This is an optimization exercise on Yosys and OpenROAD, whose aim is small area, not a production implementation.
RTL that was checked went through simulation tests only; none was proved equivalent to the original.
Power and IR drop assume default switching activity.

==> flow/design.v <==
module FIFO_sync
(
    input wire       clk,
    input wire       rst,
    input wire       wr_en,      
    input wire [7:0] din,        
    input wire       rd_en,      
    output reg       valid,      
    output reg [7:0] dout,       
    output wire      empty,      
    output wire      full        
    );
reg [7:0] mem[15:0];
reg [4:0] count;         
reg       valid_reg;
wire [3:0] lo_n, hi_n;
wire [15:0] rsel;
fifo_or2    u_l0 (.a(count[0]), .b(count[1]), .y(lo_n[0]));
fifo_nand2b u_l1 (.a_n(count[1]), .b(count[0]), .y(lo_n[1]));
fifo_nand2b u_l2 (.a_n(count[0]), .b(count[1]), .y(lo_n[2]));
fifo_nand2  u_l3 (.a(count[0]), .b(count[1]), .y(lo_n[3]));
fifo_or2    u_h0 (.a(count[2]), .b(count[3]), .y(hi_n[0]));
fifo_nand2b u_h1 (.a_n(count[3]), .b(count[2]), .y(hi_n[1]));
fifo_nand2b u_h2 (.a_n(count[2]), .b(count[3]), .y(hi_n[2]));
fifo_nand2  u_h3 (.a(count[2]), .b(count[3]), .y(hi_n[3]));
genvar k, b;
generate
    for (k = 0; k < 16; k = k + 1) begin : g_sel
        fifo_nor2 u_sel (.a(lo_n[k % 4]), .b(hi_n[k / 4]), .y(rsel[k]));
    end
endgenerate
assign empty = ~(lo_n[0] | hi_n[0] | count[4]);
assign full  = count[4];
wire wr_fire = wr_en && !full;     
wire rd_fire = rd_en && !empty;    
always @(posedge clk or posedge rst)
begin
    if (rst)
        count <= 5'd0;
    else
        count <= count + {4'd0, wr_fire} - {4'd0, rd_fire};
end
integer i;
always @(posedge clk)
begin
    if (wr_fire)
    begin
        mem[0] <= din;
        for (i = 1; i <= 15; i = i + 1)
            mem[i] <= mem[i-1];
    end
end
always @(posedge clk or posedge rst)
begin
    if (rst)
    begin
        valid_reg <= 1'b0;
        valid     <= 1'b0;
    end
    else
    begin
        valid_reg <= rd_fire;
        valid     <= valid_reg;
    end
end
wire [7:0] rdata;
generate
    for (b = 0; b < 8; b = b + 1) begin : g_rd
        wire [4:0] y;
        wire       y5, t;
        for (k = 0; k < 5; k = k + 1) begin : g_ao
            fifo_a222oi u_ao (
                .a1(mem[3*k][b]),   .b1(rsel[3*k]),
                .a2(mem[3*k+1][b]), .b2(rsel[3*k+1]),
                .a3(mem[3*k+2][b]), .b3(rsel[3*k+2]),
                .y(y[k]));
        end
        fifo_nand2 u_n15 (.a(mem[15][b]), .b(rsel[15]), .y(y5));
        fifo_and3  u_a3  (.a(y[3]), .b(y[4]), .c(y5), .y(t));
        fifo_nand4 u_n4  (.a(y[0]), .b(y[1]), .c(y[2]), .d(t), .y(rdata[b]));
    end
endgenerate
always @(posedge clk)
    dout <= rdata;
endmodule
module fifo_a222oi (input wire a1, b1, a2, b2, a3, b3, output wire y);
    assign y = ~((a1 & b1) | (a2 & b2) | (a3 & b3));
endmodule
module fifo_nand2 (input wire a, b, output wire y);
    assign y = ~(a & b);
endmodule
module fifo_nand2b (input wire a_n, b, output wire y);
    assign y = ~(~a_n & b);
endmodule
module fifo_or2 (input wire a, b, output wire y);
    assign y = a | b;
endmodule
module fifo_nor2 (input wire a, b, output wire y);
    assign y = ~(a | b);
endmodule
module fifo_and3 (input wire a, b, c, output wire y);
    assign y = a & b & c;
endmodule
module fifo_nand4 (input wire a, b, c, d, output wire y);
    assign y = ~(a & b & c & d);
endmodule
==> flow/config.mk <==
export PLATFORM = sky130hd
export DESIGN_NAME = FIFO_sync
export DESIGN_NICKNAME = FIFO_sync
export VERILOG_FILES = /design/flow/design.v
export SDC_FILE = /design/flow/constraint.sdc
export NUM_CORES = 4
export LEC_CHECK = 0
export CAP_MARGIN = 20
export CORE_MARGIN = 2
export CORE_UTILIZATION = 40
export SLEW_MARGIN = 20
export SYNTH_HIERARCHICAL = 1
export SYNTH_MINIMUM_KEEP_SIZE = 0
==> flow/constraint.sdc <==
create_clock -name core_clock -period 4.0 [get_ports {clk}]
set_input_delay 0.8000 -clock core_clock [delete_from_list [all_inputs] [get_ports {clk}]]
set_output_delay 0.8000 -clock core_clock [all_outputs]
set_load 0.01 [all_outputs]
run.sh (not shown) runs the stock make flow with config.mk's settings and CLKGATE_MAP_FILE= SYNTH_SCRIPT=/design/flow/synth_recipe.tcl, a recipe that flattens the netlist after the stock synthesis.
The first run produced a clean layout.
Rerun with:
- CTS_BUF_LIST: unset -> sky130_fd_sc_hd__clkbuf_8
- CTS_CLUSTER_DIAMETER: unset -> 200
- CTS_CLUSTER_SIZE: unset -> 40
=>
- The changed run passed the timing, DRC and antenna checks
- hold slack improves by 3.4 ps
- routed wire length drops by 0.45%
- worst setup slack degrades by 29 ps
- sequential power is about the same
- synthesized cell count does not change
- total power drops by 8.5%
- via count drops by 0.69%
- first-iteration DRC count drops by 8.0%
- maximum frequency drops by 1.0%

* * *

FIFO_sync, a different RTL version from the one above (not shown whole).
For scale: about 250 cells after synthesis, ~140 flip-flops, ~5000 sq um of cells after synthesis.
==> flow/config.mk <==
export PLATFORM = sky130hd
export DESIGN_NAME = FIFO_sync
export DESIGN_NICKNAME = FIFO_sync
export VERILOG_FILES = /design/flow/design.v
export SDC_FILE = /design/flow/constraint.sdc
export NUM_CORES = 4
export LEC_CHECK = 0
export CAP_MARGIN = 0
export CORE_MARGIN = 2
export CORE_UTILIZATION = 40
export SLEW_MARGIN = 0
export SYNTH_HIERARCHICAL = 1
export SYNTH_MINIMUM_KEEP_SIZE = 0
==> flow/constraint.sdc <==
create_clock -name core_clock -period 4.0 [get_ports {clk}]
set_input_delay 0.8000 -clock core_clock [delete_from_list [all_inputs] [get_ports {clk}]]
set_output_delay 0.8000 -clock core_clock [all_outputs]
set_load 0.01 [all_outputs]
standard.sh (not shown) runs the stock make flow with config.mk's settings and CLKGATE_MAP_FILE= SYNTH_SCRIPT=/design/flow/synth_recipe.tcl, a recipe that flattens the netlist after the stock synthesis.
==> flow/flow/run.sh <==
#!/bin/bash
# Standard ORFS layout (the standard.sh), with two changes:
#  - CTS inserts no dummy loads and builds the tree from clkbuf_4 cells
#  - port buffering uses buf_1 cells (every port still gets its own buffer)
set -euo pipefail
bash standard.sh finish \
  "CTS_ARGS=-sink_clustering_enable -repair_clock_nets -dont_use_dummy_load -buf_list sky130_fd_sc_hd__clkbuf_4" \
  "BUFFER_PORTS_ARGS=-buffer_cell sky130_fd_sc_hd__buf_1" \
  > orfs_make.log 2>&1
Next try:
Settings changed: CAP_MARGIN 0 to 20, SLEW_MARGIN 0 to 20.
=>
- The changed run completed with no timing, DRC or antenna violations
- via count does not change
- cell area does not change
- total power is unchanged
- worst hold slack does not change
- global-route usage stays the same
- wire length stays the same
- first-iteration DRC count is unchanged
- worst setup slack is unchanged
Function was not checked in any run of this note: the RTL went through the layout flow alone.

-- port drivers added, routing unchanged --
The results above use ideal ports. As a check the final layouts listed here were re-extracted and re-timed, cells and wires unchanged.
Step 1 sets driving cells, clkbuf_16 on the clock port and buf_2 on the other inputs (assumed; they add their load-dependent delay and slew).
Step 2, shift: input delay + t, output delay - t, t = (earliest + latest rising clock arrival at the registers) / 2. This alone moves slack from input paths to output paths.
Three values: no drivers, after step 1, after step 2; two values: the first two.
run	shift t [ns]	setup slack, ns	worst hold slack (ns)	worst setup path after step 2	pins driven straight from the clock port
the first run of note 1	0.440	1.194 / 1.157 / 1.140	0.375 / 0.375 / 0.375	input to register	1
the second run of note 1	0.446	1.165 / 1.134 / 1.149	0.379 / 0.379 / 0.379	input to register	1
the first run of note 2	0.514	1.460 / 1.430 / 1.346	0.210 / 0.200 / 0.346	input to register	1
the second run of note 2	0.514	1.460 / 1.430 / 1.346	0.210 / 0.200 / 0.346	input to register	1
After both steps every run listed still meets setup and hold.
